This is an optimization exercise on Yosys and OpenROAD, whose aim is small area, not a production implementation. Function was checked by simulation only, so behaviour that the tests miss may differ from the original. The clock cells of runs 7 and 8 come from the design's own scripts or RTL, not from TritonCTS. The clock port is modelled as an ideal driver, which makes a skipped or thinned clock tree look cheaper than it is; a real chip needs a root buffer or a tree. Power and IR drop assume default switching activity.

==> design/flow/design.v <==
`timescale 1ns / 1ps
module bcd(clk, rst, broj, desetice, jedinice);
   input clk;                                               
   input rst;                                               
   input  [7:0] broj;                                       
   output reg [3:0] desetice;                               
   output reg [3:0] jedinice;                               
   reg [15:0] shift;                                        
   reg [3:0] i;                                             
   reg [15:0] t;                                            
   always @(posedge clk)
   begin
      if (rst)
         i <= 4'd0;
      else
      begin
         t = shift;
         if (i == 0)                                        
         begin
            t[15:8] = 8'd0;
            t[7:0] = broj;
         end
         if (i < 8)                                         
         begin
            if (t[11:8] >= 5)                               
               t[11:8] = t[11:8] + 4'd3;                    
            if (t[15:12] >= 5)                              
               t[15:12] = t[15:12] + 4'd3;                  
            t = t << 1;                                     
            shift <= t;
            i <= i + 4'd1;
         end
         else                                               
         begin
            desetice <= shift[15:12];
            jedinice <= shift[11:8];
            i <= 4'd0;
         end
      end
   end
endmodule
`timescale 1ns / 1ps
module kosarka(
      input clk,                                            
      input rst,                                            
      input b0,b1,b2,b3,                                    
      input p0,p1,p2,                                       
      output a,b,c,d,e,f,g,dp,                              
      output [3:0] an                                       
    );
localparam [16:0] DIV_D = 17'd25;                           
localparam [28:0] DIV_V = 29'd500;                          
reg clkD,clkV;                                              
reg [16:0] brojacD;                                         
reg [28:0] brojacV;                                         
reg [7:0] vremeA,vremeB,rezulA,rezulB;                      
reg [3:0] displej;                                          
reg [6:0] s_seg;                                            
reg [3:0] cifra;                                            
reg stop;                                                   
wire [3:0] vremeAdesetice, vremeAjedinice, vremeBdesetice, vremeBjedinice;   
wire [3:0] rezulAdesetice, rezulAjedinice, rezulBdesetice, rezulBjedinice;   
reg stanjeB0, stanjeB1, stanjeB2, stanjeB3;                 
bcd bcd_vremeA(clk, rst, vremeA, vremeAdesetice, vremeAjedinice);
bcd bcd_vremeB(clk, rst, vremeB, vremeBdesetice, vremeBjedinice);            
bcd bcd_rezulA(clk, rst, rezulA, rezulAdesetice, rezulAjedinice);
bcd bcd_rezulB(clk, rst, rezulB, rezulBdesetice, rezulBjedinice);
wire tickD = (brojacD == DIV_D) && !clkD;                   
wire tickV = (brojacV == DIV_V) && !clkV;                   
reg n_stop, n_s0, n_s1, n_s2, n_s3;
reg [7:0] n_rezulA, n_rezulB;
reg [3:0] n_displej, n_cifra;
always @(*)
   begin
      n_stop = stop;
      n_s0 = stanjeB0; n_s1 = stanjeB1; n_s2 = stanjeB2; n_s3 = stanjeB3;
      n_rezulA = rezulA; n_rezulB = rezulB;
      n_displej = displej; n_cifra = cifra;
      if(vremeA==0 && vremeB==0)                            
         n_stop = 1'b1;                                     
      case({p2,cifra})
         5'b00111: begin n_displej = vremeBjedinice; n_cifra = 4'b1110; end
         5'b01110: begin n_displej = vremeBdesetice; n_cifra = 4'b1101; end   
         5'b01101: begin n_displej = vremeAjedinice; n_cifra = 4'b1011; end
         5'b01011: begin n_displej = vremeAdesetice; n_cifra = 4'b0111; end
         5'b10111: begin n_displej = rezulBjedinice; n_cifra = 4'b1110; end
         5'b11110: begin n_displej = rezulBdesetice; n_cifra = 4'b1101; end   
         5'b11101: begin n_displej = rezulAjedinice; n_cifra = 4'b1011; end
         5'b11011: begin n_displej = rezulAdesetice; n_cifra = 4'b0111; end
         default: ;
      endcase
      if(b0 == 1'b1)
         n_s0 = 1'b1;                                       
      if(n_s0==1'b1 && b0 == 1'b0)                          
      begin
         n_stop = ~n_stop;                                  
         n_s0 = 1'b0;
      end
      if(b1 == 1'b1)
         n_s1 = 1'b1;                                       
      if(n_s1==1'b1 && b1 == 1'b0)
      begin
         case({p1,p0})
            2'b00: n_rezulB = n_rezulB+8'd3;                
            2'b01: n_rezulB = n_rezulB-8'd3;
            2'b10: n_rezulA = n_rezulA+8'd3;
            2'b11: n_rezulA = n_rezulA-8'd3;
         endcase
         n_s1 = 1'b0;
      end
      if(b2 == 1'b1)
         n_s2 = 1'b1;                                       
      if(n_s2==1'b1 && b2 == 1'b0)
      begin
         case({p1,p0})
            2'b00: n_rezulB = n_rezulB+8'd2;                
            2'b01: n_rezulB = n_rezulB-8'd2;
            2'b10: n_rezulA = n_rezulA+8'd2;
            2'b11: n_rezulA = n_rezulA-8'd2;
         endcase
         n_s2 = 1'b0;
      end
      if(b3 == 1'b1)
         n_s3 = 1'b1;                                       
      if(n_s3==1'b1 && b3 == 1'b0)
      begin
         case({p1,p0})
            2'b00: n_rezulB = n_rezulB+8'd1;                
            2'b01: n_rezulB = n_rezulB-8'd1;
            2'b10: n_rezulA = n_rezulA+8'd1;
            2'b11: n_rezulA = n_rezulA-8'd1;
         endcase
         n_s3 = 1'b0;
      end
   end
always @(posedge clk)
   begin
      if (rst)
      begin
         clkD <= 1'b0; clkV <= 1'b0;
         brojacD <= 17'd0; brojacV <= 29'd0;
         vremeA <= 8'd40; vremeB <= 8'd0;                   
         rezulA <= 8'd0; rezulB <= 8'd0;
         displej <= 4'b0110;
         s_seg <= 7'd0;
         cifra <= 4'b1110;
         stop <= 1'b1;
         stanjeB0 <= 1'b0; stanjeB1 <= 1'b0; stanjeB2 <= 1'b0; stanjeB3 <= 1'b0;
      end
      else
      begin
         if(brojacD==DIV_D)                                 
         begin
            clkD <= ~clkD;
            brojacD <= 17'd1;
         end
         else
            brojacD <= brojacD+17'd1;
         if(brojacV==DIV_V)                                 
         begin
            clkV <= ~clkV;
            brojacV <= 29'd1;
         end
         else
            brojacV <= brojacV+29'd1;
         case(displej)
            4'd0 : s_seg <= 7'b1000000;                     
            4'd1 : s_seg <= 7'b1111001;                     
            4'd2 : s_seg <= 7'b0100100;                     
            4'd3 : s_seg <= 7'b0110000;                     
            4'd4 : s_seg <= 7'b0011001;                     
            4'd5 : s_seg <= 7'b0010010;                     
            4'd6 : s_seg <= 7'b0000010;                     
            4'd7 : s_seg <= 7'b1111000;                     
            4'd8 : s_seg <= 7'b0000000;                     
            4'd9 : s_seg <= 7'b0010000;                     
            default : s_seg <= 7'b1000000;                  
         endcase
         if (tickV)                                         
         begin
            if(stop==0)                                     
            begin
               if(vremeB==0)                                
               begin
                  vremeB <= 8'd59;                          
                  vremeA <= vremeA-8'd1;                    
               end
               else
                  vremeB <= vremeB-8'd1;
            end
         end
         if (tickD)                                         
         begin
            stop <= n_stop;
            stanjeB0 <= n_s0; stanjeB1 <= n_s1; stanjeB2 <= n_s2; stanjeB3 <= n_s3;
            rezulA <= n_rezulA; rezulB <= n_rezulB;
            displej <= n_displej;
            cifra <= n_cifra;
         end
      end
   end
assign an = cifra;
assign {g, f, e, d, c, b, a} = s_seg;                       
assign dp = 1'b1;                                           
endmodule
==> design/flow/run.sh <==
#!/bin/bash
# synth_recipe.tcl (not shown) runs the flow's synth.tcl, then flattens the netlist and writes it again
# the make line also repeats each setting of config.mk as NAME=value (left out here)
make -C /OpenROAD-flow-scripts/flow DESIGN_CONFIG=/design/flow/config.mk WORK_HOME=/design/flow/orfs CLKGATE_MAP_FILE= SYNTH_SCRIPT=/design/flow/synth_recipe.tcl finish
==> design/flow/config.mk <==
export PLATFORM = sky130hd
export DESIGN_NAME = kosarka
export DESIGN_NICKNAME = kosarka
export VERILOG_FILES = /design/flow/design.v
export SDC_FILE = /design/flow/constraint.sdc
export NUM_CORES = 4
export LEC_CHECK = 0
export CAP_MARGIN = 20
export CORE_MARGIN = 2
export CORE_UTILIZATION = 40
export SLEW_MARGIN = 20
==> design/flow/constraint.sdc <==
create_clock -name core_clock -period 10.0 [get_ports {clk}]
set_input_delay 2.0000 -clock core_clock [delete_from_list [all_inputs] [get_ports {clk}]]
set_output_delay 2.0000 -clock core_clock [all_outputs]
set_load 0.01 [all_outputs]
==> impl_metrics.csv, run 1 <==
group,metric,value,unit
status,status,"timing/DRC/antenna clean",
place,post-place-cells,1653,
timing,fin_crit,7.04,ns
timing,clock.fmax,142,MHz
synth,ys_ff_latch,208,
finish,area_growth,10.8,%
die,io_pins,21,
pwr,power,2010,µW
synth,ys_seq_area_share,43.4,%
pwr,peakVddDrop,0.131,mV
synth,synth.avg_cell_area,8.99,µm²
cts,cts-root-buf,"clkbuf_16",
timing,final_hold_viol_count,0,
timing,clock_skew,0.0124,ns
cts,clock_latency,0.51,ns
grt,grt_max_degree,54,
timing,slew_headroom,46.0,%
timing,fin_tns_setup,0,ns
finish,fill_cells,2692,
place,place.gp.congestion,0.850,
finish,nNetsFinal,1357,
cts,hold_buffers,0,
die,die_h,175,µm
cts,clk_path_buf_depth,3,
critical_path,required,10.39,ns
die,die-area,30700,µm²
cts,clk_pin_slew,0.06,ns
synth,async_flop_share,0,%
drt,viasPerCell,5.24,
finish,fin_cells,1698,
timing,hold-worst-slack,0.451,ns
grt,antenna_found_initial,1,
grt,grt_use_total,15.7,%
timing,grt_setup_unrepaired,"no",
drt,drc,0,
cts,cts_buffers,24,
critical_path,cp.arrival,7.43,ns
pwr,powerDensity,155,nW/µm²
timing,drv_slew,0,
die,die_w,175,µm
drt,vias,8893,
synth,synth_fp_nets,1365,
place,io_buffers,19,
critical_path,slowest_stage,"nand2b_1",
critical_path,path_max_fanout,29,
critical_path,crit_chain,"clkdlybuf4s50_1, buf_4, nand2b_1, inv_1, maj3_1, xnor2_1, nand2_1, xnor2_1, ha_1, nor2b_1, nand4_1, nand4b_1, o21bai_1, nand4_1, o311ai_4, or4_1, mux2i_1, mux2i_1, mux2_1",
die,row_count,62,
drt,drt_iter0_markers,436,
critical_path,ff2ff_setup_slack,5.59,ns
synth,yosys_warnings,2,
drt,routed_wl,24000,µm
grt,grt_pass1_vias,8387,
cts,htree_levels,1,
die,start_util,40.7,%
cts,cts_resized,0,
critical_path,cp_slowest_stage_delay,0.67,ns
cts,cts.sinks,208,
drt,ant_nets,0,
timing,min_period_over_period,70.4,%
drt,routedWlPerCell,14.1,µm
critical_path,start_kind,"input port",
synth,synth-main-ff-cell,"dfxtp_1",
drt,first_pass_iters,5,
grt,overflow,0,
pwr,p_leak,0.00483,µW
job,max_cap_viol_count,0,
synth,synth.distinct_cells,88,
critical_path,critPathKind,"in -> reg",
cts,cts_setup_buffers,0,
die,coreArea,28800,µm²
place,dp_hpwl,16300,µm
synth,synthesis.area,11700,µm²
timing,worst_slew_pin_slew,0.803,ns
synth,synth-edff-count,92,
timing,finalSetupViolCount,0,
worst_hold_path,hold_class,"reg -> reg",
synth,netlist_instances,1303,
cts,cts_tree,"done",
critical_path,critPathCaptureType,"flip-flop",
grt,grt_pass1_wl,40800,µm
finish,drive_above_1_share,6.02,%
finish,post-route-util,45.1,%
[worst max-delay path: cells and delay by family]
kind | cells | cell delay [ns]
fa+ha+maj | 2 | 0.87
compound gates | 2 | 0.37
buf+inv | 3 | 1.23
xor+xnor | 2 | 0.36
mux | 3 | 0.72
simple gates | 7 | 1.86
[kinds of logic after synthesis]
kind of cell / share of synthesized area (%)
xor gates and xnor gates: 7.54
and+or+nand+nor: 24.8
muxes: 2.08
other: 0.0320
DFF: 43.4
AOI/OAI and AO/OA: 12.3
adders and majority gates: 5.88
buffers and inverters: 3.99
[cells in the mapped netlist (all sizes together), types with 11 or more instances]
library cell    n  share of area, %
nand4          20               1.1
o21ai          50               2.1
edfxtp         92                24
inv            45               1.4
dfxtp         116                20
xnor2          52               4.0
nor2b          19               1.0
and3           15              0.80
nor3           46               2.0
a21oi          77               3.4
or3            19               1.1
and2           14              0.75
nand3          35               1.5
xor2           48               3.6
ha             51               5.4
a211oi         14              0.98
nand2b         27               1.4
nand2         178               5.7
nand3b         11              0.81
nor2          154               4.9
clkbuf         41               1.3
buf            22               1.2
nor4           13              0.80
a22oi          11              0.75
mux2i          21               1.8
[area by class of cell]
type / instances / area [µm²] / area share, %
sequential: 208 / 5080 / 39.2
clock buffer: 39 / 759 / 5.85
tap: 384 / 480 / 3.70
antenna: 1 / 2.50 / 0.0193
clock inverter: 5 / 60.1 / 0.463
multi-input combinational: 987 / 6160 / 47.5
inverter: 45 / 169 / 1.30
timing repair buffer: 29 / 260 / 2.01
[path summary, 6_finish.rpt]
check	start	to	depth (start not counted)
worst max-delay path	p1	rezulB[7]$_SDFFE_PP0P_	19
worst min-delay path	stanjeB3$_SDFFE_PP0P_	stanjeB3$_SDFFE_PP0P_	2
worst max register to register	rezulB[1]$_SDFFE_PP0P_	rezulB[7]$_SDFFE_PP0P_	17
worst min register to register	stanjeB3$_SDFFE_PP0P_	stanjeB3$_SDFFE_PP0P_	2
[power by group]
part / switching [µW] / internal, µW / total (µW) / leakage [µW]
clock: 340 / 545 / 885 / 0.000398
sequential: 26.1 / 936 / 962 / 0.00184
combinational: 103 / 62.0 / 165 / 0.00259
total: 470 / 1540 / 2010 / 0.00483
[per-layer routing]
| metal | GRT usage [%] | vias up | wire, µm |
|---|---|---|---|
| li1 | - | 4569 | - |
| met1 | 21.5 | 4138 | 11600 |
| met2 | 25.9 | 152 | 11000 |
| met3 | 2.15 | 34 | 894 |
| met4 | 4.44 | 0 | 538 |
| met5 | 0 | - | 0 |
[per-stage QoR]
stage          setup slack [ns]  area [µm²]
6_report                   2.96       13000
5_1_grt                    2.55       13000
4_1_cts                    3.03       13000
3_5_place_dp               2.49       12200
3_3_place_gp               2.56       12200
2_1_floorplan              3.47       11700
[layout by cell type, fill, tap and decap left out, types with 14 or more instances in the layout]
cell             netlist  layout
and3_1                15      15
or3_1                 18      18
xor2_1                48      48
nand3_1               35      35
a21oi_1               73      73
nor2b_1               19      19
nand2_1              176     176
inv_1                 45      45
ha_1                  51      51
nand4_1               20      20
dfxtp_1              116     116
clkbuf_16              0      26
edfxtp_1              92      92
nand2b_1              27      27
clkdlybuf4s50_1        0      18
and2_1                14      14
nor3_1                46      46
o21ai_0               47      47
xnor2_1               51      51
mux2i_1               21      21
nor2_1               154     153
[state kept, by name (all words and copies together), names as in the netlist, 7 cells and up]
register / cells
rezulA: 8
brojacD: 17
bcd_vremeB.shift: 15
bcd_vremeA.shift: 15
rezulB: 8
bcd_rezulA.shift: 15
s_seg: 7
vremeB: 8
vremeA: 8
bcd_rezulB.shift: 15
brojacV: 29
==> run 2: changes to the inputs <==
==> design/flow/design.v (replaced) <==
`timescale 1ns / 1ps
module bcd(broj, desetice, jedinice);
   input  [7:0] broj;
   output [3:0] desetice;
   output [3:0] jedinice;
   function [3:0] add3;                                     
      input [3:0] x;
      add3 = (x >= 4'd5) ? x + 4'd3 : x;
   endfunction
   wire [3:0] u1 = add3({1'b0, broj[7:5]});
   wire [3:0] u2 = add3({u1[2:0], broj[4]});
   wire [3:0] u3 = add3({u2[2:0], broj[3]});
   wire [3:0] u4 = add3({u3[2:0], broj[2]});
   wire [3:0] u5 = add3({u4[2:0], broj[1]});
   wire [3:0] t1 = add3({1'b0, u1[3], u2[3], u3[3]});
   wire [3:0] t2 = add3({t1[2:0], u4[3]});
   assign desetice = {t2[2:0], u5[3]};
   assign jedinice = {u5[2:0], broj[0]};
endmodule
`timescale 1ns / 1ps
module kosarka(
      input clk,                                            
      input rst,                                            
      input b0,b1,b2,b3,                                    
      input p0,p1,p2,                                       
      output a,b,c,d,e,f,g,dp,                              
      output [3:0] an                                       
    );
reg [4:0] brojac;                                           
reg       faza;                                             
reg [1:0] poz;                                              
reg [2:0] m5;                                               
reg [5:0] sek;                                              
reg [7:0] min;                                              
reg [7:0] rezulA, rezulB;                                   
reg stop;
reg [3:0] stanje;                                           
reg [3:0] displej;                                          
reg [3:0] prikaz;                                           
wire z     = (brojac == 5'd0);
wire tickD = z & faza;                                      
wire tickV = z & ~faza & poz[1] & poz[0] & ~m5[2] & ~m5[0];  
wire [7:0] v = p2 ? (poz[0] ? rezulA : rezulB)
                  : (poz[0] ? min : {2'b00, sek});
wire [3:0] vdes, vjed;
bcd konv(v, vdes, vjed);
wire [3:0] cifra_n = (poz[1] ^ poz[0]) ? vjed : vdes;
wire [3:0] tast = {b3, b2, b1, b0};
wire [3:0] akt  = stanje & ~tast;
wire [2:0] delta = {1'b0, akt[1], akt[1]} + {1'b0, akt[2], 1'b0} + {2'b00, akt[3]};
wire [7:0] rsel  = p1 ? rezulA : rezulB;
wire [7:0] rnov  = p0 ? rsel - {5'd0, delta} : rsel + {5'd0, delta};
wire kraj = (min == 8'd0) && (sek == 6'd0);
always @(posedge clk)
   begin
      if (rst)
      begin
         brojac <= 5'd0; faza <= 1'b0;
         poz <= 2'b00; m5 <= 3'b000;
         min <= 8'd40; sek <= 6'd0;
         rezulA <= 8'd0; rezulB <= 8'd0;
         stop <= 1'b1;
         stanje <= 4'b0000;
         displej <= 4'd6;
         prikaz <= 4'd8;
      end
      else
      begin
         brojac <= z ? 5'd24 : brojac - 5'd1;
         faza <= faza ^ z;
         prikaz <= displej;
         if (tickV & ~stop)
         begin
            if (sek == 6'd0)
            begin
               sek <= 6'd59;
               min <= min - 8'd1;
            end
            else
               sek <= sek - 6'd1;
         end
         if (tickD)
         begin
            poz <= {poz[0], ~poz[1]};
            m5 <= {m5[1], m5[0], ~(m5[2] | m5[1])};
            displej <= cifra_n;
            stanje <= tast;
            stop <= (stop | kraj) ^ akt[0];
            if (p1) rezulA <= rnov; else rezulB <= rnov;
         end
      end
   end
assign an = {~poz[1] | poz[0], ~(poz[1] & poz[0]), poz[1] | ~poz[0], poz[1] | poz[0]};
wire [6:0] s_seg = (prikaz == 4'd1) ? 7'b1111001 :
                   (prikaz == 4'd2) ? 7'b0100100 :
                   (prikaz == 4'd3) ? 7'b0110000 :
                   (prikaz == 4'd4) ? 7'b0011001 :
                   (prikaz == 4'd5) ? 7'b0010010 :
                   (prikaz == 4'd6) ? 7'b0000010 :
                   (prikaz == 4'd7) ? 7'b1111000 :
                   (prikaz == 4'd8) ? 7'b0000000 :
                   (prikaz == 4'd9) ? 7'b0010000 :
                                      7'b1000000;
assign {g, f, e, d, c, b, a} = s_seg;
assign dp = 1'b1;
endmodule
--- a/design/flow/config.mk
+++ b/design/flow/config.mk
@@ -5,7 +5,8 @@
 export SDC_FILE = /design/flow/constraint.sdc
 export NUM_CORES = 4
 export LEC_CHECK = 0
+export ABC_AREA = 1
 export CAP_MARGIN = 20
 export CORE_MARGIN = 2
-export CORE_UTILIZATION = 40
+export CORE_UTILIZATION = 70
 export SLEW_MARGIN = 20
==> impl_metrics.csv, run 2 <==
group,metric,value,unit
place,place.gp.congestion,0.904,
critical_path,cp.arrival,7.19,ns
critical_path,reg2reg_from,"poz[0]$_SDFFE_PP0P_",
synth,yosys_warnings,2,
drt,first_pass_iters,5,
die,start_util,71.6,%
die,coreArea,5440,µm²
synth,synth.area.top_cells,"dfxtp_1 (28%), ha_1 (11%), inv_1 (10%)",
cts,cts_buffers,5,
synth,synth-edff-count,0,
critical_path,critPathKind,"in -> reg",
status,status,"timing/DRC/antenna clean",
timing,min_period_over_period,69.8,%
synth,netlist.area_leader.share,27.7,%
synth,ys_seq_area_share,27.7,%
worst_hold_path,hold_class,"reg -> reg",
synth,synthTopCellsByCount,"inv_1 (104), nand2_1 (92), dfxtp_1 (54)",
timing,clock.fmax,143,MHz
cts,hold_buffers,0,
place,io_buffers,19,
critical_path,cp_slowest_stage_delay,0.59,ns
worst_hold_path,whs_endpoint,"brojac[0]$_SDFF_PP0_",
cts,cts-root-buf,"clkbuf_8",
worst_hold_path,hold_start,"brojac[0]$_SDFF_PP0_",
timing,hold-worst-slack,0.422,ns
job,max_cap_viol_count,0,
timing,final_hold_viol_count,0,
synth,synth_most_common_cell,"inv_1",
place,placed_cell_area,4110,µm²
drt,vias,3489,
finish,final_area,4200,µm²
cts,cts.sinks,54,
pwr,peakVddDrop,0.133,mV
timing,slew_headroom,57.6,%
cts,cts_setup_buffers,0,
critical_path,required,10.21,ns
timing,fin_tns_setup,0,ns
finish,area_growth,7.67,%
grt,grt_use_total,26.8,%
finish,final_common_cell,"inv_1",
drt,viasPerCell,5.32,
place,dp_hpwl,5970,µm
grt,grt_pass1_wl,13600,µm
synth,async_flop_share,0,%
drt,ant_nets,0,
pwr,powerDensity,192,nW/µm²
finish,largestRegisters,"min: 8 flops, rezulA: 8 flops, rezulB: 8 flops",
synth,synth.distinct_cells,44,
critical_path,slowest_stage,"clkdlybuf4s50_1",
drt,routedWlPerCell,11.8,µm
synth,netlist_instances,569,
drt,drt_iter0_markers,207,
finish,drive_above_1_share,8.90,%
finish,layout_common_cells,"inv_1 (104), nand2_1 (92), dfxtp_1 (54)",
grt,antenna_found_initial,0,
cts,clk_pin_slew,0.09,ns
timing,worst_slew_pin_slew,0.636,ns
cts,clk_path_buf_depth,2,
drt,drc,0,
critical_path,critPathCaptureType,"flip-flop",
critical_path,r2r_end,"displej[2]$_SDFFE_PP1P_",
critical_path,path_max_fanout,10,
synth,synth.avg_cell_area,6.85,µm²
pwr,p_leak,0.00200,µW
synth,synth-main-ff-cell,"dfxtp_1",
critical_path,ff2ff_setup_slack,4.48,ns
die,die_h,78.6,µm
finish,post-route-util,77.1,%
timing,drv_slew,0,
cts,clock_latency,0.31,ns
cts,cts_resized,0,
grt,grt_pass1_vias,3273,
finish,diodes,0,
cts,htree_levels,2,
grt,overflow,0,
synth,synth_area_leader_cell,"dfxtp_1",
place,pre_cts_ws,2.75,ns
die,die-area,6180,µm²
critical_path,start_kind,"input port",
cts,cts_tree,"done",
worst_hold_path,hold_depth,1,
grt,grt_max_degree,30,
die,io_pins,21,
synth,ys_ff_latch,54,
die,row_count,27,
synth,synthesis.area,3900,µm²
timing,finalSetupViolCount,0,
finish,nNetsFinal,629,
timing,clock_skew,0.00443,ns
critical_path,ff2ff_path_depth,41,
synth,synth_fp_nets,614,
die,die_w,78.6,µm
critical_path,crit_top_cell,"nand2_1",
timing,worst_slack,3.02,ns
timing,grt_setup_unrepaired,"no",
timing,fin_crit,6.98,ns
drt,routed_wl,7760,µm
[run 2: stage by stage]
stage,total power (µW),cells
3_5_place_dp,690,649
6_report,806,656
2_1_floorplan,607,569
3_3_place_gp,673,649
5_1_grt,887,656
4_1_cts,810,656
[run 2: logic make-up (layout without fill, tap and decap cells)]
| group | after synthesis | after routing | synth area share (%) |
|---|---|---|---|
| flip-flops | 54 | 54 | 27.7 |
| AO/OA/AOI/OAI | 116 | 116 | 16.4 |
| XOR/XNOR | 11 | 11 | 2.67 |
| other | 1 | 1 | 0.0962 |
| adder cells (fa/ha/maj) | 36 | 36 | 11.9 |
| buffers and inverters | 121 | 136 | 12.5 |
| AND/OR/NAND/NOR | 230 | 230 | 28.6 |
[run 2: how the worst max path moves through the flow]
stage	start	to	slack (ns)	cells past startpoint
after floorplan	p2	displej[2]$_SDFFE_PP1P_	3.91	39
after global placement	p2	displej[2]$_SDFFE_PP1P_	3.04	40
after detailed placement	p2	displej[2]$_SDFFE_PP1P_	2.75	40
after CTS	p2	displej[2]$_SDFFE_PP1P_	3.06	40
after global routing	p2	displej[2]$_SDFFE_PP1P_	2.56	40
final	p2	displej[2]$_SDFFE_PP1P_	3.02	40
[run 2: worst max-delay path: cells and delay by family]
family                     cells  cell delay (ns)
buffers and inverters          9             1.22
adders and majority gates      5             1.01
and+or+nand+nor               25             2.71
xor gates and xnor gates       1             0.24
[run 2: cell type report]
cell class | instances | area [µm²]
clock buffer | 5 | 68.8
clock inverter | 2 | 13.8
fill | 441 | 1240
inverter | 108 | 408
multi-input combinational | 394 | 2330
sequential | 54 | 1080
tap | 72 | 90.1
timing repair buffer | 21 | 205
[run 2: where the power goes]
| group | internal, µW | switching [µW] | leakage [µW] |
|---|---|---|---|
| Combinational | 160 | 265 | 0.00151 |
| Sequential | 244 | 16.5 | 0.000439 |
| Clock | 48.6 | 71.6 | 0.0000444 |
[run 2: layer usage]
layer / share of wire (%) / track usage, %
met3: 3.1 / 2.76
met4: 1.3 / 8.60
met1: 47 / 34.1
met2: 48 / 47.5
met5: 0 / 0
==> run 3: changes to the inputs <==
==> design/flow/flow/run.sh (new file) <==
#!/bin/bash
# Own flow: the standard layout (standard.sh) with two synthesis changes
# that only change how the combinational logic is mapped; the registers come
# out of synthesis exactly as in the standard synthesis:
#  - adders are not extracted into full/half-adder cells (left to abc),
#  - abc maps for area (flow/area.abc) instead of with ORFS's delay script.
# Port buffers are buf_1. Logs: flow.log here, per-step logs in orfs/logs.
set -euo pipefail
W=$(pwd)
F=$W/flow
{
  head -n 1 synth_recipe.tcl
  echo 'set ::env(ADDER_MAP_FILE) ""'
  echo 'proc abc {args} {'
  echo '  set i [lsearch -exact $args -script]'
  echo "  if {\$i >= 0} { lset args [expr {\$i + 1}] $F/area.abc }"
  echo '  yosys abc {*}$args'
  echo '}'
  tail -n +2 synth_recipe.tcl
} > my_synth.tcl
sed -e 's|synth_recipe\.tcl|my_synth.tcl|' \
    -e 's|"\${@:-finish}"|BUFFER_PORTS_ARGS="-buffer_cell sky130_fd_sc_hd__buf_1" "${@:-finish}"|' \
    standard.sh > my_standard.sh
grep -q my_synth.tcl my_standard.sh
grep -q BUFFER_PORTS_ARGS my_standard.sh
bash my_standard.sh > flow.log 2>&1
==> design/flow/flow/area.abc (new file) <==
strash; dch -f; amap; mfs2; strash; dch -f; amap
==> design/flow/standard.sh (new file) <==
#!/bin/bash
# synth_recipe.tcl (not shown) runs the flow's synth.tcl, then flattens the netlist and writes it again
# the make line also repeats each setting of config.mk as NAME=value (left out here)
make -C /OpenROAD-flow-scripts/flow DESIGN_CONFIG=/design/flow/config.mk WORK_HOME=/design/flow/orfs CLKGATE_MAP_FILE= SYNTH_SCRIPT=/design/flow/synth_recipe.tcl "${@:-finish}"
removed: design/flow/run.sh
==> impl_metrics.csv, run 3 <==
group,metric,value,unit
status,status,"timing/DRC/antenna clean",
pwr,p_leak,0.00107,µW
cts,clock_latency,0.31,ns
place,place.gp.congestion,0.911,
cts,clk_pin_slew,0.09,ns
grt,grt_pass1_vias,2492,
synth,synth-edff-count,0,
pwr,powerDensity,244,nW/µm²
synth,synth.area.top_cells,"dfxtp_1 (40%), nor2_1 (12%), o22ai_1 (9.2%)",
cts,cts_resized,0,
synth,yosys_warnings,2,
critical_path,start_kind,"input port",
timing,final_hold_viol_count,0,
grt,overflow,0,
finish,layout_common_cells,"nor2_1 (86), dfxtp_1 (54), clkinv_1 (42)",
job,max_cap_viol_count,0,
critical_path,crit_top_cell,"nor2_1",
drt,routedWlPerCell,14.0,µm
synth,synth-main-ff-cell,"dfxtp_1",
finish,regArea,1080,µm²
die,io_pins,21,
grt,grt_pass1_wl,10400,µm
cts,cts_tree,"done",
synth,synth-simple-area-share,22.2,%
synth,synth.distinct_cells,35,
timing,fin_tns_setup,0,ns
drt,ant_nets,0,
drt,routed_wl,6390,µm
drt,drc,0,
drt,viasPerCell,6.19,
cts,cts.sinks,54,
finish,largestRegisters,"min: 8 flops, rezulA: 8 flops, rezulB: 8 flops",
timing,drv_slew,0,
synth,synth_xor_area_share,0.643,%
finish,diodes,0,
synth,async_flop_share,0,%
synth,synthesis.area,2720,µm²
worst_hold_path,hold_class,"reg -> reg",
cts,cts-root-buf,"clkbuf_8",
finish,final_common_cell,"nor2_1",
critical_path,cp_slowest_stage_delay,0.32,ns
synth,synth_area_leader_cell,"dfxtp_1",
timing,grt_setup_unrepaired,"no",
finish,area_growth,8.73,%
synth,synth_most_common_cell,"nor2_1",
die,start_util,73.8,%
place,post-place-cells,449,
synth,yosys.area_share.adder,0,%
timing,slew_headroom,54.1,%
finish,multi_input_area,1480,µm²
synth,netlist_instances,380,
timing,clock_skew,0.00698,ns
timing,finalSetupViolCount,0,
cts,cts_setup_buffers,0,
critical_path,path_max_fanout,10,
synth,synth_compound_area_share,31.2,%
critical_path,critPathCaptureType,"flip-flop",
finish,fin_cells,457,
pwr,peakVddDrop,0.154,mV
cts,hold_buffers,0,
timing,fin_crit,7.09,ns
synth,netlist.area_leader.share,39.7,%
cts,clk_path_buf_depth,2,
critical_path,ff2ff_setup_slack,3.91,ns
grt,antenna_found_initial,0,
die,row_count,22,
synth,synthTopCellsByCount,"nor2_1 (86), dfxtp_1 (54), clkinv_1 (42)",
place,io_buffers,19,
drt,first_pass_iters,5,
grt,grt_max_degree,41,
synth,synth_fp_nets,389,
critical_path,required,10.23,ns
cts,cts_buffers,5,
cts,htree_levels,2,
synth,synth.avg_cell_area,7.17,µm²
timing,worst_slew_pin_slew,0.685,ns
critical_path,slowest_stage,"nor2_1",
die,coreArea,3690,µm²
grt,grt_use_total,31.0,%
die,die_h,66.4,µm
drt,drt_iter0_markers,287,
critical_path,cp.arrival,7.32,ns
timing,clock.fmax,141,MHz
finish,drive_above_1_share,2.44,%
synth,ys_ff_latch,54,
critical_path,critPathKind,"in -> reg",
synth,ys_seq_area_share,39.7,%
die,die-area,4410,µm²
synth,synth_top_family_by_area,"compound AO/OA/AOI/OAI gates",
finish,nNetsFinal,417,
drt,vias,2830,
timing,min_period_over_period,70.9,%
place,dp_hpwl,4620,µm
finish,fill_cells,260,
synth,synth_mux_area_share,0,%
die,die_w,66.4,µm
==> run 3: changes by cell type in the layout (fill, tap and decap cells not counted), moves of 34 or more <==
cell	change
inv_1	-104
nand2_1	-65
clkinv_1	+40
o22ai_1	+40
nor2_1	+37
ha_1	-34
nand3_1	-34
==> run 3: routing by layer <==
| metal | vias to the layer above | global-route usage [%] | routed length (µm) |
|---|---|---|---|
| met5 | - | 0 | 0 |
| met4 | 0 | 14.3 | 164 |
| met3 | 20 | 7.50 | 364 |
| met2 | 108 | 54.0 | 3090 |
| met1 | 1281 | 35.5 | 2770 |
| li1 | 1421 | - | - |
==> run 3: cell type report <==
class	instances	area share, %
multi-input combinational	283	49.9
sequential	54	36.5
inverter	42	5.32
timing repair buffer	22	3.17
clock buffer	7	2.92
tap	48	2.03
clock inverter	1	0.169
==> run 3: path summary, 6_finish.rpt <==
kind         depth (start not counted)                    start                 endpoint
min reg2reg                          2  displej[1]$_SDFFE_PP1P_     prikaz[1]$_SDFF_PP0_
max reg2reg                         30      poz[0]$_SDFFE_PP0P_  displej[2]$_SDFFE_PP1P_
min                                  2  displej[1]$_SDFFE_PP1P_     prikaz[1]$_SDFF_PP0_
max                                 30                       p2  displej[2]$_SDFFE_PP1P_
==> run 3: per-stage QoR <==
stage                     hold WS [ns]  util, %  area, µm²  total power, µW  worst slack, ns
after floorplan                  0.401        -       2720              518             3.93
after CTS                        0.431     80.3       2960              717             3.11
final                            0.426     80.3       2960              723             2.91
after global placement           0.414     77.8       2870              575             3.32
after global routing             0.449     80.3       2960              778             2.22
after detailed placement         0.418     77.8       2870              593             2.84
==> run 3: logic make-up after synthesis <==
group                     Yosys count
and+or+nand+nor                   144
AOI/OAI and AO/OA                 136
DFF                                54
buffers and inverters              43
xor gates and xnor gates            2
other                               1
==> run 3: critical path, delay by kind of cell <==
kind,cells,cell delay [ns]
AND/OR/NAND/NOR,10,1.67
AO/OA/AOI/OAI,12,2.27
buffers and inverters,8,1.39
==> run 3: power by group <==
group | switching (µW) | internal, µW
Combinational | 215 | 112
Sequential | 21.6 | 250
Clock | 68.9 | 56.0
Total | 305 | 418
==> run 4: changes to the inputs <==
--- a/design/flow/flow/run.sh
+++ b/design/flow/flow/run.sh
@@ -4,10 +4,12 @@
 # out of synthesis exactly as in the standard synthesis:
 #  - adders are not extracted into full/half-adder cells (left to abc),
 #  - abc maps for area (flow/area.abc) instead of with ORFS's delay script.
-# Port buffers are buf_1. Logs: flow.log here, per-step logs in orfs/logs.
+# Port buffers are buf_1, and the clock tree is one clkbuf_8 cluster without
+# dummy loads (CTS_ARGS). Logs: flow.log here, per-step logs in orfs/logs.
 set -euo pipefail
 W=$(pwd)
 F=$W/flow
+export CTS="-sink_clustering_enable -repair_clock_nets -sink_clustering_size 64 -sink_clustering_max_diameter 200 -buf_list sky130_fd_sc_hd__clkbuf_8 -root_buf sky130_fd_sc_hd__clkbuf_8 -dont_use_dummy_load"
 {
   head -n 1 synth_recipe.tcl
   echo 'set ::env(ADDER_MAP_FILE) ""'
@@ -19,7 +21,7 @@
   tail -n +2 synth_recipe.tcl
 } > my_synth.tcl
 sed -e 's|synth_recipe\.tcl|my_synth.tcl|' \
-    -e 's|"\${@:-finish}"|BUFFER_PORTS_ARGS="-buffer_cell sky130_fd_sc_hd__buf_1" "${@:-finish}"|' \
+    -e 's|"\${@:-finish}"|BUFFER_PORTS_ARGS="-buffer_cell sky130_fd_sc_hd__buf_1" CTS_ARGS="$CTS" "${@:-finish}"|' \
     standard.sh > my_standard.sh
 grep -q my_synth.tcl my_standard.sh
 grep -q BUFFER_PORTS_ARGS my_standard.sh
--- a/design/flow/config.mk
+++ b/design/flow/config.mk
@@ -8,5 +8,5 @@
 export ABC_AREA = 1
 export CAP_MARGIN = 20
 export CORE_MARGIN = 2
-export CORE_UTILIZATION = 70
+export CORE_UTILIZATION = 85
 export SLEW_MARGIN = 20
==> impl_metrics.csv, run 4 <==
group,metric,value,unit
status,status,"aborted with a tool error",
status,stop_stage,"global placement without I/O (3_1_place_gp_skip_io)",
status,firstError,"[ERROR GPL-0301] Utilization 105.413 % exceeds 100%.",
die,row_count,20,
synth,async_flop_share,0,%
synth,synth.distinct_cells,35,
synth,yosys_warnings,2,
synth,ys_ff_latch,54,
die,die_h,60.6,µm
synth,synth.area.top_cells,"dfxtp_1 (40%), nor2_1 (12%), o22ai_1 (9.2%)",
synth,ys_seq_area_share,39.7,%
synth,synth-edff-count,0,
synth,synth_area_leader_cell,"dfxtp_1",
synth,synth_most_common_cell,"nor2_1",
synth,synthesis.area,2720,µm²
synth,synthTopCellsByCount,"nor2_1 (86), dfxtp_1 (54), clkinv_1 (42)",
synth,netlist_instances,380,
synth,synth_fp_nets,389,
synth,netlist.area_leader.share,39.7,%
synth,synth.avg_cell_area,7.17,µm²
die,die_w,60.6,µm
synth,synth-main-ff-cell,"dfxtp_1",
die,start_util,89.2,%
==> run 4: cell counts after synthesis <==
No cell type changed its count.
==> run 4: cell families after synthesis <==
logic type,count (synthesis),synth area share (%)
AND/OR/NAND/NOR,144,22.2
flip-flops,54,39.7
buffers and inverters,43,6.06
other,1,0.138
AO/OA/AOI/OAI,136,31.2
XOR/XNOR,2,0.643
==> run 5: changes to the inputs <==
--- a/design/flow/config.mk
+++ b/design/flow/config.mk
@@ -8,5 +8,5 @@
 export ABC_AREA = 1
 export CAP_MARGIN = 20
 export CORE_MARGIN = 2
-export CORE_UTILIZATION = 85
+export CORE_UTILIZATION = 70
 export SLEW_MARGIN = 20
==> impl_metrics.csv, run 5 <==
group,metric,value,unit
status,status,"timing/DRC/antenna clean",
critical_path,slowest_stage,"nor2_1",
synth,yosys_warnings,2,
critical_path,r2r_end,"displej[2]$_SDFFE_PP1P_",
cts,cts_resized,0,
place,dp_hpwl,4620,µm
synth,synth-edff-count,0,
cts,clk_path_buf_depth,2,
synth,synthesis.area,2720,µm²
critical_path,crit_top_cell,"nor2_1",
finish,diodes,0,
drt,drc,0,
pwr,p_leak,0.00106,µW
cts,clk_pin_slew,0.08,ns
timing,final_hold_viol_count,0,
job,max_cap_viol_count,0,
timing,grt_setup_unrepaired,"no",
timing,finalSetupViolCount,0,
critical_path,path_max_fanout,10,
die,io_pins,21,
critical_path,cp_slowest_stage_delay,0.32,ns
finish,post-route-util,79.7,%
synth,netlist.area_leader.share,39.7,%
finish,final_common_cell,"nor2_1",
timing,clock.fmax,141,MHz
die,die_h,66.4,µm
synth,synth.avg_cell_area,7.17,µm²
drt,routedWlPerCell,13.9,µm
timing,fin_crit,7.09,ns
die,die-area,4410,µm²
cts,hold_buffers,0,
critical_path,cp.arrival,7.31,ns
worst_hold_path,hold_start,"displej[1]$_SDFFE_PP1P_",
die,die_w,66.4,µm
grt,grt_pass1_wl,10400,µm
cts,cts.sinks,54,
synth,synthTopCellsByCount,"nor2_1 (86), dfxtp_1 (54), clkinv_1 (42)",
timing,slew_headroom,55.5,%
place,place.gp.congestion,0.911,
drt,vias,2790,
critical_path,reg2reg_from,"poz[0]$_SDFFE_PP0P_",
critical_path,critPathCaptureType,"flip-flop",
timing,clock_skew,0.00887,ns
drt,routed_wl,6320,µm
synth,synth.area.top_cells,"dfxtp_1 (40%), nor2_1 (12%), o22ai_1 (9.2%)",
timing,worst_slew_pin_slew,0.665,ns
cts,cts-root-buf,"clkbuf_8",
die,coreArea,3690,µm²
synth,async_flop_share,0,%
critical_path,ff2ff_setup_slack,3.90,ns
synth,synth_most_common_cell,"nor2_1",
finish,drive_above_1_share,1.97,%
drt,drt_iter0_markers,237,
cts,clock_latency,0.30,ns
place,io_buffers,19,
critical_path,ff2ff_path_depth,30,
finish,largestRegisters,"min: 8 flops, rezulA: 8 flops, rezulB: 8 flops",
drt,first_pass_iters,5,
finish,area_growth,7.90,%
critical_path,required,10.23,ns
timing,drv_slew,0,
cts,cts_tree,"done",
synth,ys_seq_area_share,39.7,%
timing,min_period_over_period,70.9,%
die,start_util,73.8,%
synth,synth-main-ff-cell,"dfxtp_1",
grt,grt_use_total,30.7,%
pwr,peakVddDrop,0.159,mV
finish,nNetsFinal,417,
critical_path,endpoint,"displej[2]$_SDFFE_PP1P_",
cts,htree_levels,2,
grt,antenna_found_initial,0,
critical_path,critPathKind,"in -> reg",
synth,synth_fp_nets,389,
synth,ys_ff_latch,54,
timing,fin_tns_setup,0,ns
drt,ant_nets,0,
grt,grt_max_degree,41,
drt,viasPerCell,6.15,
synth,netlist_instances,380,
synth,synth.distinct_cells,35,
critical_path,startpoint,"p2",
synth,synth_area_leader_cell,"dfxtp_1",
grt,overflow,0,
critical_path,start_kind,"input port",
die,row_count,22,
worst_hold_path,hold_class,"reg -> reg",
cts,cts_buffers,5,
finish,fill_cells,264,
finish,layout_common_cells,"nor2_1 (86), dfxtp_1 (54), clkinv_1 (42)",
pwr,powerDensity,241,nW/µm²
grt,grt_pass1_vias,2488,
cts,cts_setup_buffers,0,
[run 5: final cells by class]
cell class                 instances  area [µm²]  area share (%)
multi-input combinational        283        1480            50.3
sequential                        54        1080            36.8
inverter                          42         158            5.36
timing repair buffer              22        93.8            3.19
clock buffer                       5        68.8            2.34
tap                               48        60.1            2.04
[run 5: logic make-up after synthesis]
| kind of cell | share of synthesized area (%) |
|---|---|
| buffers and inverters | 6.06 |
| AOI/OAI and AO/OA | 31.2 |
| and+or+nand+nor | 22.2 |
| other | 0.138 |
| DFF | 39.7 |
| xor gates and xnor gates | 0.643 |
[run 5: layer usage]
layer / GRT usage [%] / wire length [µm]
met5: 0 / 0
met4: 15.1 / 173
met3: 6.47 / 398
met2: 53.8 / 3030
met1: 35.2 / 2720
[run 5: stage by stage]
step | power, µW | area (µm²) | hold slack (ns) | worst slack [ns] | instances
3_3_place_gp | 575 | 2870 | 0.414 | 3.32 | 449
5_1_grt | 762 | 2940 | 0.449 | 2.21 | 454
2_1_floorplan | 518 | 2720 | 0.401 | 3.93 | 380
6_report | 707 | 2940 | 0.429 | 2.91 | 454
3_5_place_dp | 593 | 2870 | 0.418 | 2.84 | 449
4_1_cts | 701 | 2940 | 0.430 | 3.10 | 454
[run 5: worst min path at each step]
stage               slack [ns]                   end  cells past startpoint
floorplan                 0.40  prikaz[1]$_SDFF_PP0_                      2
global placement          0.41  prikaz[2]$_SDFF_PP0_                      2
detailed placement        0.42  prikaz[2]$_SDFF_PP0_                      2
CTS                       0.43  prikaz[2]$_SDFF_PP0_                      2
global route              0.45  brojac[0]$_SDFF_PP0_                      1
finish                    0.43  prikaz[1]$_SDFF_PP0_                      2
[run 5: worst max-delay path: cells and delay by family]
family / cells / cell delay, ns
and+or+nand+nor: 10 / 1.70
buffers and inverters: 8 / 1.36
AOI/OAI and AO/OA: 12 / 2.23
[run 5: report_power, final]
group          internal, µW  switching [µW]  total, µW
Combinational           112             215        327
Clock                  45.3            63.5        109
Sequential              250            21.3        271
==> run 6: changes to the inputs <==
==> design/flow/flow/area.abc (replaced) <==
strash; dch -f; amap; mfs2; strash; dch -f; amap; mfs2; strash; dch -f; amap
--- a/design/flow/config.mk
+++ b/design/flow/config.mk
@@ -8,5 +8,6 @@
 export ABC_AREA = 1
 export CAP_MARGIN = 20
 export CORE_MARGIN = 2
-export CORE_UTILIZATION = 70
+export CORE_UTILIZATION = 75
+export GPL_TIMING_DRIVEN = 0
 export SLEW_MARGIN = 20
==> impl_metrics.csv, run 6 <==
group,metric,value,unit
status,status,"timing/DRC/antenna clean",
critical_path,required,10.19,ns
finish,diodes,0,
die,coreArea,3390,µm²
critical_path,slowest_stage,"o32ai_1",
timing,clock_skew,0.0121,ns
worst_hold_path,whs_endpoint,"brojac[0]$_SDFF_PP0_",
timing,fin_crit,6.72,ns
critical_path,crit_top_cell,"nor2_1",
cts,cts-root-buf,"clkbuf_8",
die,die_w,64.1,µm
cts,clock_latency,0.30,ns
place,post-place-cells,450,
die,io_pins,21,
grt,grt_use_total,32.3,%
cts,hold_buffers,0,
die,row_count,21,
drt,routedWlPerCell,13.4,µm
finish,fin_cells,455,
grt,grt_pass1_wl,10700,µm
finish,drive_above_1_share,1.71,%
finish,multi_input_area,1460,µm²
finish,layout_common_cells,"nor2_1 (91), dfxtp_1 (54), clkinv_1 (42)",
critical_path,critPathKind,"in -> reg",
pwr,peakVddDrop,0.190,mV
cts,clk_pin_slew,0.09,ns
critical_path,cp.arrival,6.91,ns
worst_hold_path,hold_class,"reg -> reg",
drt,drc,0,
cts,cts_tree,"done",
grt,antenna_found_initial,0,
synth,yosys_warnings,2,
finish,fill_cells,222,
critical_path,cp_slowest_stage_delay,0.41,ns
grt,grt_max_degree,40,
place,pre_cts_ws,3.25,ns
timing,min_period_over_period,67.2,%
cts,cts_resized,0,
synth,synth-edff-count,0,
cts,cts_buffers,5,
critical_path,path_max_fanout,11,
timing,slew_headroom,48.8,%
finish,nNetsFinal,420,
pwr,powerDensity,226,nW/µm²
synth,synthesis.area,2710,µm²
drt,routed_wl,6110,µm
place,placed_cell_area,2840,µm²
finish,regArea,1080,µm²
pwr,power,655,µW
finish,final_common_cell,"nor2_1",
drt,vias,2807,
critical_path,start_kind,"input port",
synth,async_flop_share,0,%
die,die-area,4100,µm²
grt,grt_pass1_vias,2656,
job,max_cap_viol_count,0,
critical_path,critPathCaptureType,"flip-flop",
critical_path,ff2ff_setup_slack,4.15,ns
timing,grt_setup_unrepaired,"no",
timing,finalSetupViolCount,0,
synth,synth_fp_nets,394,
finish,area_growth,7.35,%
drt,viasPerCell,6.17,
critical_path,reg2reg_from,"poz[0]$_SDFFE_PP0P_",
cts,clk_path_buf_depth,2,
cts,cts.sinks,54,
synth,netlist.area_leader.share,40.0,%
pwr,p_leak,0.00101,µW
synth,synth.distinct_cells,30,
place,dp_hpwl,4440,µm
drt,first_pass_iters,5,
finish,final_area,2900,µm²
die,start_util,79.8,%
synth,synth.area.top_cells,"dfxtp_1 (40%), nor2_1 (13%), o22ai_1 (8.6%)",
timing,final_hold_viol_count,0,
critical_path,r2r_end,"displej[2]$_SDFFE_PP1P_",
synth,synthTopCellsByCount,"nor2_1 (91), dfxtp_1 (54), clkinv_1 (42)",
finish,largestRegisters,"min: 8 flops, rezulA: 8 flops, rezulB: 8 flops",
cts,htree_levels,2,
synth,ys_seq_area_share,40.0,%
synth,synth_most_common_cell,"nor2_1",
synth,synth_area_leader_cell,"dfxtp_1",
timing,clock.fmax,149,MHz
timing,drv_slew,0,
synth,synth-main-ff-cell,"dfxtp_1",
timing,worst_slew_pin_slew,0.761,ns
cts,cts_setup_buffers,0,
worst_hold_path,hold_start,"brojac[0]$_SDFF_PP0_",
timing,fin_tns_setup,0,ns
critical_path,ff2ff_path_depth,27,
synth,synth.avg_cell_area,7.03,µm²
drt,drt_iter0_markers,361,
drt,ant_nets,0,
place,io_buffers,19,
place,place.gp.congestion,0.874,
die,die_h,64.1,µm
grt,overflow,0,
timing,worst_slack,3.28,ns
synth,ys_ff_latch,54,
worst_hold_path,hold_depth,1,
synth,netlist_instances,385,
run 6: changes by cell type after synthesis, sizes merged, moves of 3 or more:
| cell | delta |
|---|---|
| nand2 | +7 |
| o21ai | +7 |
| nor2 | +5 |
| a22oi | +4 |
| o22a | -4 |
| o22ai | -3 |
| or3 | -3 |
run 6: how the worst max path moves through the flow:
stage | start | endpoint | depth (start not counted)
finish | p2 | displej[2]$_SDFFE_PP1P_ | 28
global route | p2 | displej[2]$_SDFFE_PP1P_ | 28
CTS | p2 | displej[2]$_SDFFE_PP1P_ | 28
detailed placement | p2 | displej[2]$_SDFFE_PP1P_ | 28
global placement | p2 | displej[1]$_SDFFE_PP1P_ | 26
floorplan | p2 | displej[2]$_SDFFE_PP1P_ | 27
run 6: critical path, delay by kind of cell:
kind	cells	cell delay (ns)
buffers and inverters	3	0.63
AOI/OAI and AO/OA	10	1.84
and+or+nand+nor	15	2.44
run 6: where the power goes:
part / internal, µW / total (µW) / switching [µW] / leakage [µW]
registers: 250 / 277 / 27.0 / 0.000439
logic: 92.3 / 270 / 178 / 0.000530
clock network: 45.3 / 108 / 62.5 / 0.0000359
run 6: logic make-up (layout without fill, tap and decap cells):
family	count (synthesis)	in the layout	synth area share (%)
and+or+nand+nor	153	153	23.4
xor gates and xnor gates	1	1	0.324
other	1	1	0.139
buffers and inverters	43	67	6.11
DFF	54	54	40.0
AOI/OAI and AO/OA	133	133	30.1
run 6: cell type report:
cell class                 count  share of cell area, %
sequential                    54                   37.2
timing repair buffer          19                   2.50
buffer                         1                  0.259
clock buffer                   5                   2.37
inverter                      42                   5.43
tap                           46                   1.98
multi-input combinational    288                   50.2
run 6: metrics by stage:
| step | utilization, % | hold WS, ns |
|---|---|---|
| 2_1_floorplan | - | 0.408 |
| 3_3_place_gp | 83.6 | 0.415 |
| 3_5_place_dp | 83.6 | 0.433 |
| 4_1_cts | 85.7 | 0.445 |
| 5_1_grt | 85.7 | 0.481 |
| 6_report | 85.7 | 0.443 |
run 6: routing by layer:
| metal | up-vias | global-route usage (%) | part of all wire, % | wire, µm |
|---|---|---|---|---|
| li1 | 1416 | - | - | - |
| met1 | 1231 | 38.6 | 42 | 2560 |
| met2 | 136 | 55.9 | 48 | 2950 |
| met3 | 24 | 5.81 | 6.9 | 424 |
| met4 | 0 | 15.2 | 2.9 | 178 |
| met5 | - | 0 | 0 | 0 |
==> run 7: changes to the inputs <==
==> design/flow/flow/run.sh (replaced) <==
#!/bin/bash
# Own flow: the standard layout (standard.sh) with two synthesis changes
# that only change how the combinational logic is mapped; the registers come
# out of synthesis exactly as in the standard synthesis:
#  - adders are not extracted into full/half-adder cells (left to abc),
#  - abc maps for area (flow/area.abc) instead of with ORFS's delay script.
# Port buffers are buf_1, and the clock tree is one clock buffer per sector of
# the registers (flow/onebuf.tcl, run as the CTS step's PRE hook). Logs: flow.log here, per-step logs in orfs/logs.
set -euo pipefail
W=$(pwd)
F=$W/flow
export PRE_CTS_TCL=$F/onebuf.tcl
export CLK_NET=clk
export CLK_LEAF_BUF=sky130_fd_sc_hd__clkbuf_8
export CLK_LEAVES=3
{
  head -n 1 synth_recipe.tcl
  echo 'set ::env(ADDER_MAP_FILE) ""'
  echo 'proc abc {args} {'
  echo '  set i [lsearch -exact $args -script]'
  echo "  if {\$i >= 0} { lset args [expr {\$i + 1}] $F/area.abc }"
  echo '  yosys abc {*}$args'
  echo '}'
  tail -n +2 synth_recipe.tcl
} > my_synth.tcl
sed -e 's|synth_recipe\.tcl|my_synth.tcl|' \
    -e 's|"\${@:-finish}"|BUFFER_PORTS_ARGS="-buffer_cell sky130_fd_sc_hd__buf_1" "${@:-finish}"|' \
    standard.sh > my_standard.sh
grep -q my_synth.tcl my_standard.sh
grep -q BUFFER_PORTS_ARGS my_standard.sh
bash my_standard.sh > flow.log 2>&1
==> design/flow/flow/onebuf.tcl (new file) <==
# Clock tree of a few leaf buffers: the registers are split into CLK_LEAVES
# sectors around their centre, and the clock port drives one clock buffer
# (CLK_LEAF_BUF) per sector, placed at the centre of its registers.
rename clock_tree_synthesis orfs_clock_tree_synthesis
proc clock_tree_synthesis {args} {
  set block [ord::get_db_block]
  set dbu [$block getDbUnitsPerMicron]
  set net [$block findNet $::env(CLK_NET)]
  set pins {}
  set xs 0.0; set ys 0.0
  foreach pin [get_pins -of_objects [get_nets $::env(CLK_NET)]] {
    if {[get_property $pin direction] ne "input"} { continue }
    set box [[[sta::sta_to_db_pin $pin] getInst] getBBox]
    set x [expr {([$box xMin] + [$box xMax]) / 2.0 / $dbu}]
    set y [expr {([$box yMin] + [$box yMax]) / 2.0 / $dbu}]
    lappend pins [list $pin $x $y]
    set xs [expr {$xs + $x}]; set ys [expr {$ys + $y}]
  }
  set cx [expr {$xs / [llength $pins]}]
  set cy [expr {$ys / [llength $pins]}]
  array set grp {}
  foreach p $pins {
    lassign $p pin x y
    set a [expr {atan2($y - $cy, $x - $cx) + 3.14159265358979}]
    set q [expr {int($a / (6.28318530717959 / $::env(CLK_LEAVES))) % $::env(CLK_LEAVES)}]
    lappend grp($q) $p
  }
  set k 0
  foreach q [lsort [array names grp]] {
    set sx 0.0; set sy 0.0; set loads {}
    foreach p $grp($q) {
      lassign $p pin x y
      set sx [expr {$sx + $x}]; set sy [expr {$sy + $y}]
      lappend loads $pin
    }
    set n [llength $loads]
    puts "clock leaf $k: $n registers"
    insert_buffer -net $::env(CLK_NET) -load_pins $loads -buffer_cell $::env(CLK_LEAF_BUF) \
      -location [list [expr {$sx / $n}] [expr {$sy / $n}]] -buffer_name clkleaf_$k -net_name clknet_leaf_$k
    incr k
  }
  foreach it [$net getITerms] {
    foreach ot [[$it getInst] getITerms] {
      if {[$ot isOutputSignal]} { [$ot getNet] setSigType CLOCK }
    }
  }
  $net setSigType CLOCK
  set_propagated_clock [all_clocks]
}
==> impl_metrics.csv, run 7 <==
group,metric,value,unit
timing,min_period_over_period,67.0,%
synth,synth.area.top_cells,"dfxtp_1 (40%), nor2_1 (13%), o22ai_1 (8.6%)",
finish,diodes,0,
finish,nNetsFinal,418,
synth,netlist_instances,385,
timing,drv_slew,0,
timing,clock_skew,0.00811,ns
synth,synth.avg_cell_area,7.03,µm²
timing,grt_setup_unrepaired,"no",
drt,routed_wl,5810,µm
critical_path,critPathCaptureType,"flip-flop",
timing,finalSetupViolCount,0,
timing,fin_crit,6.70,ns
critical_path,cp.arrival,6.76,ns
synth,synth.distinct_cells,30,
status,status,"timing/DRC/antenna clean",
finish,largestRegisters,"min: 8 flops, rezulA: 8 flops, rezulB: 8 flops",
timing,final_hold_viol_count,0,
timing,slew_headroom,49.1,%
cts,cts_resized,0,
worst_hold_path,hold_start,"brojac[0]$_SDFF_PP0_",
critical_path,required,10.05,ns
drt,vias,2705,
grt,antenna_found_initial,0,
place,place.gp.congestion,0.874,
critical_path,crit_top_cell,"nor2_1",
synth,synth_top_family_by_area,"compound AO/OA/AOI/OAI gates",
synth,netlist.area_leader.share,40.0,%
synth,async_flop_share,0,%
synth,synth_area_leader_cell,"dfxtp_1",
critical_path,crit_buf_inv,3,
worst_hold_path,hold_class,"reg -> reg",
cts,clk_pin_slew,0.11,ns
critical_path,r2r_end,"displej[2]$_SDFFE_PP1P_",
worst_hold_path,whs_endpoint,"brojac[0]$_SDFF_PP0_",
worst_hold_path,hold_depth,1,
synth,yosys_warnings,2,
finish,area_growth,6.34,%
critical_path,critPathKind,"in -> reg",
job,max_cap_viol_count,0,
drt,first_pass_iters,4,
finish,final_area,2880,µm²
synth,synthesis.area,2710,µm²
synth,synth_most_common_cell,"nor2_1",
synth,synth_xor_area_share,0.324,%
finish,fill_cells,220,
drt,viasPerCell,5.97,
drt,routedWlPerCell,12.8,µm
critical_path,ff2ff_setup_slack,4.27,ns
cts,hold_buffers,0,
critical_path,startpoint,"p2",
pwr,powerDensity,217,nW/µm²
critical_path,start_kind,"input port",
die,die-area,4100,µm²
drt,ant_nets,0,
critical_path,cp_slowest_stage_delay,0.39,ns
finish,final_common_cell,"nor2_1",
place,dp_hpwl,4440,µm
finish,multi_input_area,1460,µm²
drt,drc,0,
pwr,p_leak,0.000991,µW
synth,synth_fp_nets,394,
timing,fin_tns_setup,0,ns
finish,drive_above_1_share,1.23,%
timing,worst_slew_pin_slew,0.755,ns
synth,synth_compound_area_share,30.1,%
grt,overflow,0,
die,start_util,79.8,%
place,placed_cell_area,2840,µm²
die,die_w,64.1,µm
critical_path,reg2reg_from,"poz[0]$_SDFFE_PP0P_",
grt,grt_pass1_wl,10400,µm
die,die_h,64.1,µm
finish,post-route-util,84.9,%
critical_path,slowest_stage,"o32ai_1",
grt,grt_use_total,29.7,%
timing,clock.fmax,149,MHz
drt,drt_iter0_markers,322,
pwr,peakVddDrop,0.181,mV
synth,synth-simple-area-share,23.4,%
critical_path,ff2ff_path_depth,27,
place,io_buffers,19,
synth,synth_mux_area_share,0,%
cts,cts_setup_buffers,0,
synth,synth-edff-count,0,
finish,layout_common_cells,"nor2_1 (91), dfxtp_1 (54), clkinv_1 (42)",
die,row_count,21,
synth,synthTopCellsByCount,"nor2_1 (91), dfxtp_1 (54), clkinv_1 (42)",
synth,yosys.area_share.adder,0,%
critical_path,path_max_fanout,11,
die,io_pins,21,
critical_path,crit_cells,28,
finish,regArea,1080,µm²
cts,clock_latency,0.16,ns
critical_path,crit_family,"simple AND/OR/NAND/NOR gates",
grt,grt_pass1_vias,2563,
grt,grt_max_degree,40,
synth,synth-main-ff-cell,"dfxtp_1",
synth,ys_ff_latch,54,
die,coreArea,3390,µm²
synth,ys_seq_area_share,40.0,%
==> run 7: cell counts after synthesis <==
Identical to the previous run, type by type.
==> run 7: layout make-up, without the clock buffers <==
cell class | count | area share, %
timing repair buffer | 19 | 2.52
sequential | 54 | 37.6
inverter | 42 | 5.48
multi-input combinational | 288 | 50.7
buffer | 1 | 0.261
tap | 46 | 2.00
==> run 7: per-stage QoR <==
stage / power [µW] / hold slack, ns / instances / worst slack (ns)
after detailed placement: 545 / 0.433 / 450 / 3.25
after global placement: 530 / 0.415 / 450 / 3.50
after floorplan: 483 / 0.408 / 385 / 4.19
after CTS: 619 / 0.447 / 453 / 3.42
after global routing: 672 / 0.486 / 453 / 2.64
final: 623 / 0.445 / 453 / 3.30
==> run 7: report_power, final <==
group | total, µW | switching, µW | internal, µW
Clock | 79.7 | 51.7 | 27.9
Combinational | 266 | 174 | 92.2
Sequential | 277 | 26.8 | 250
Total | 623 | 252 | 371
==> run 7: kinds of logic after synthesis <==
family          count (synthesis)
buf+inv                        43
other cells                     1
flops                          54
simple gates                  153
compound gates                133
xor+xnor                        1
==> run 7: routing by layer <==
layer / wire length [µm] / vias to the layer above / track usage (%)
met3: 224 / 13 / 2.11
met5: 0 / - / 0
li1: - / 1406 / -
met1: 2650 / 1231 / 38.0
met2: 2840 / 55 / 54.6
met4: 100 / 0 / 6.52
==> run 7: how the worst max path moves through the flow <==
stage | slack, ns | to
2_1_floorplan | 4.19 | displej[2]$_SDFFE_PP1P_
5_1_grt | 2.64 | displej[2]$_SDFFE_PP1P_
3_3_place_gp | 3.50 | displej[1]$_SDFFE_PP1P_
6_report | 3.30 | displej[2]$_SDFFE_PP1P_
3_5_place_dp | 3.25 | displej[2]$_SDFFE_PP1P_
4_1_cts | 3.42 | displej[2]$_SDFFE_PP1P_
==> run 8: changes to the inputs <==
--- a/design/flow/design.v
+++ b/design/flow/design.v
@@ -91,16 +91,15 @@
       end
    end
 assign an = {~poz[1] | poz[0], ~(poz[1] & poz[0]), poz[1] | ~poz[0], poz[1] | poz[0]};
-wire [6:0] s_seg = (prikaz == 4'd1) ? 7'b1111001 :
-                   (prikaz == 4'd2) ? 7'b0100100 :
-                   (prikaz == 4'd3) ? 7'b0110000 :
-                   (prikaz == 4'd4) ? 7'b0011001 :
-                   (prikaz == 4'd5) ? 7'b0010010 :
-                   (prikaz == 4'd6) ? 7'b0000010 :
-                   (prikaz == 4'd7) ? 7'b1111000 :
-                   (prikaz == 4'd8) ? 7'b0000000 :
-                   (prikaz == 4'd9) ? 7'b0010000 :
-                                      7'b1000000;
+wire [3:0] q = prikaz;
+wire [6:0] s_seg;
+assign s_seg[6] = ~q[3] & ~q[2] & ~q[1] | q[2] & q[1] & q[0];                
+assign s_seg[5] = ~q[3] & ~q[2] & q[0] | ~q[2] & q[1] | q[1] & q[0];         
+assign s_seg[4] = q[2] & ~q[1] | q[0];                                        
+assign s_seg[3] = ~q[3] & ~q[2] & ~q[1] & q[0] | q[2] & ~q[1] & ~q[0] | q[2] & q[1] & q[0];  
+assign s_seg[2] = ~q[2] & q[1] & ~q[0];                                       
+assign s_seg[1] = q[2] & ~q[1] & q[0] | q[2] & q[1] & ~q[0];                  
+assign s_seg[0] = ~q[3] & ~q[2] & ~q[1] & q[0] | q[2] & ~q[1] & ~q[0];        
 assign {g, f, e, d, c, b, a} = s_seg;
 assign dp = 1'b1;
 endmodule
==> impl_metrics.csv, run 8 <==
group,metric,value,unit
synth,synth_most_common_cell,"nor2_1",
synth,synth-simple-area-share,21.4,%
critical_path,critPathKind,"in -> reg",
finish,area_growth,6.46,%
timing,min_period_over_period,68.9,%
finish,fill_cells,227,
synth,synth_top_family_by_area,"compound AO/OA/AOI/OAI gates",
drt,drt_iter0_markers,176,
grt,grt_use_total,30.5,%
die,io_pins,21,
timing,grt_setup_unrepaired,"no",
synth,synthesis.area,2650,µm²
finish,final_common_cell,"nor2_1",
finish,multi_input_area,1410,µm²
synth,async_flop_share,0,%
synth,synth.area.top_cells,"dfxtp_1 (41%), nor2_1 (12%), o22ai_1 (9.9%)",
die,coreArea,3360,µm²
cts,cts_resized,0,
pwr,peakVddDrop,0.130,mV
critical_path,startpoint,"p2",
cts,clk_pin_slew,0.09,ns
critical_path,reg2reg_from,"poz[0]$_SDFFE_PP0P_",
job,max_cap_viol_count,0,
timing,drv_slew,0,
synth,synth_xor_area_share,0,%
finish,regArea,1080,µm²
die,row_count,21,
synth,yosys_warnings,2,
finish,post-route-util,84.0,%
critical_path,required,10.04,ns
place,place.gp.congestion,0.864,
die,die_w,63.5,µm
timing,slew_headroom,40.7,%
synth,synth-main-ff-cell,"dfxtp_1",
synth,synth_mux_area_share,0,%
critical_path,start_kind,"input port",
worst_hold_path,hold_class,"reg -> reg",
timing,clock.fmax,145,MHz
synth,synth_fp_nets,380,
finish,layout_common_cells,"nor2_1 (84), dfxtp_1 (54), o22ai_1 (42)",
critical_path,crit_top_cell,"nor2_1",
synth,ys_seq_area_share,40.8,%
drt,ant_nets,0,
synth,synth.avg_cell_area,7.15,µm²
pwr,p_leak,0.00101,µW
drt,drc,0,
place,io_buffers,19,
synth,yosys.area_share.adder,0,%
drt,routed_wl,5920,µm
critical_path,path_max_fanout,10,
synth,netlist_instances,371,
finish,diodes,0,
drt,routedWlPerCell,13.5,µm
timing,clock_skew,0.0127,ns
finish,largestRegisters,"min: 8 flops, rezulA: 8 flops, rezulB: 8 flops",
timing,final_hold_viol_count,0,
critical_path,slowest_stage,"a21oi_1",
synth,synth_area_leader_cell,"dfxtp_1",
drt,first_pass_iters,4,
grt,overflow,0,
drt,vias,2684,
timing,fin_tns_setup,0,ns
status,status,"timing/DRC/antenna clean",
critical_path,cp.arrival,6.94,ns
finish,final_area,2820,µm²
die,die-area,4030,µm²
synth,ys_ff_latch,54,
timing,worst_slew_pin_slew,0.890,ns
cts,cts_setup_buffers,0,
synth,synth.distinct_cells,31,
critical_path,critPathCaptureType,"flip-flop",
synth,synth_compound_area_share,31.7,%
cts,clock_latency,0.16,ns
place,post-place-cells,436,
die,start_util,78.9,%
cts,hold_buffers,0,
synth,synthTopCellsByCount,"nor2_1 (84), dfxtp_1 (54), o22ai_1 (42)",
grt,grt_pass1_wl,10300,µm
critical_path,cp_slowest_stage_delay,0.43,ns
synth,synth-edff-count,0,
grt,grt_pass1_vias,2459,
place,dp_hpwl,4330,µm
place,placed_cell_area,2780,µm²
synth,netlist.area_leader.share,40.8,%
finish,drive_above_1_share,1.27,%
timing,fin_crit,6.89,ns
drt,viasPerCell,6.11,
worst_hold_path,hold_start,"displej[2]$_SDFFE_PP1P_",
grt,grt_max_degree,40,
grt,antenna_found_initial,0,
pwr,powerDensity,231,nW/µm²
timing,finalSetupViolCount,0,
die,die_h,63.5,µm
finish,nNetsFinal,404,
finish,fin_cells,439,
==> run 8: cell count changes after synthesis, moves of 3 or more <==
cell	previous run	this run
a22oi_1	8	5
a22o_1	3	0
o21a_1	5	9
o22ai_1	37	42
nand3_1	4	1
o21ai_0	33	29
nand2_1	34	31
nor2_1	91	84
or2_0	7	3
==> run 8: report_power, final <==
group / internal [µW] / leakage (µW) / total (µW) / switching [µW]
sequential: 251 / 0.000439 / 280 / 29.6
combinational: 104 / 0.000547 / 295 / 191
clock: 27.9 / 0.0000216 / 78.6 / 50.6
==> run 8: area by class of cell, without the clock buffers <==
class / count / share of cell area, %
flip-flops and latches: 54 / 38.3
well taps: 46 / 2.04
repair buffers: 19 / 2.57
plain buffers: 1 / 0.266
multi-input cells: 276 / 50.1
inverters: 40 / 5.32
==> run 8: routing by layer <==
metal | global-route usage, % | share of wire (%) | up-vias
li1 | - | - | 1372
met1 | 41.4 | 46 | 1201
met2 | 53.7 | 47 | 104
met3 | 2.50 | 6.4 | 7
met4 | 5.43 | 0.93 | 0
met5 | 0 | 0 | -
==> run 8: cells by family (layout without fill, tap and decap cells) <==
family                 after synthesis  in the layout
other                                1              1
and+or+nand+nor                    138            138
AOI/OAI and AO/OA                  137            137
buffers and inverters               41             63
DFF                                 54             54
==> run 8: final timing paths <==
kind | endpoint | slack [ns] | cells after the start
worst max-delay path | displej[2]$_SDFFE_PP1P_ | 3.11 | 29
worst min-delay path | prikaz[2]$_SDFF_PP0_ | 0.42 | 2
worst max register to register | displej[2]$_SDFFE_PP1P_ | 3.94 | 28
worst min register to register | prikaz[2]$_SDFF_PP0_ | 0.42 | 2
==> run 8: metrics by stage <==
step | worst slack, ns | hold WS [ns] | total power (µW)
floorplan | 4.12 | 0.401 | 506
global placement | 3.22 | 0.411 | 556
detailed placement | 3.12 | 0.412 | 570
CTS | 3.25 | 0.426 | 646
global route | 2.30 | 0.469 | 705
finish | 3.11 | 0.425 | 653
==> run 8: worst max-delay path: cells and delay by family <==
kind | cells | cell delay [ns]
buf+inv | 5 | 1.11
compound gates | 11 | 1.98
simple gates | 13 | 1.83

[port drivers added, routing unchanged]
No port has a modelled driver above. Below, the same layouts with a new extraction and two added sets of constraints.
Step 1 assumes that a clkbuf_16 drives the clock port and a buf_2 every other input.
Step 2 times the ports against the registers' clock, not the clock port: input delays grow and output delays shrink by t, the midpoint of the rising clock arrivals with the driver on.
a / b / c = ideal ports / drivers / drivers and shift; a / b = the first two.
run | t, ns | slack for setup (ns)
run 1 | 0.546 | 2.963 / 2.987 / 2.441
run 2 | 0.336 | 3.024 / 3.032 / 2.697
run 3 | 0.335 | 2.915 / 2.910 / 2.575
run 5 | 0.328 | 2.912 / 2.907 / 2.580
run 6 | 0.325 | 3.283 / 3.290 / 2.965
run 7 | 0.207 | 3.297 / 3.325 / 3.118
run 8 | 0.202 | 3.108 / 3.130 / 2.928
After both steps setup and hold are still met in every run listed.
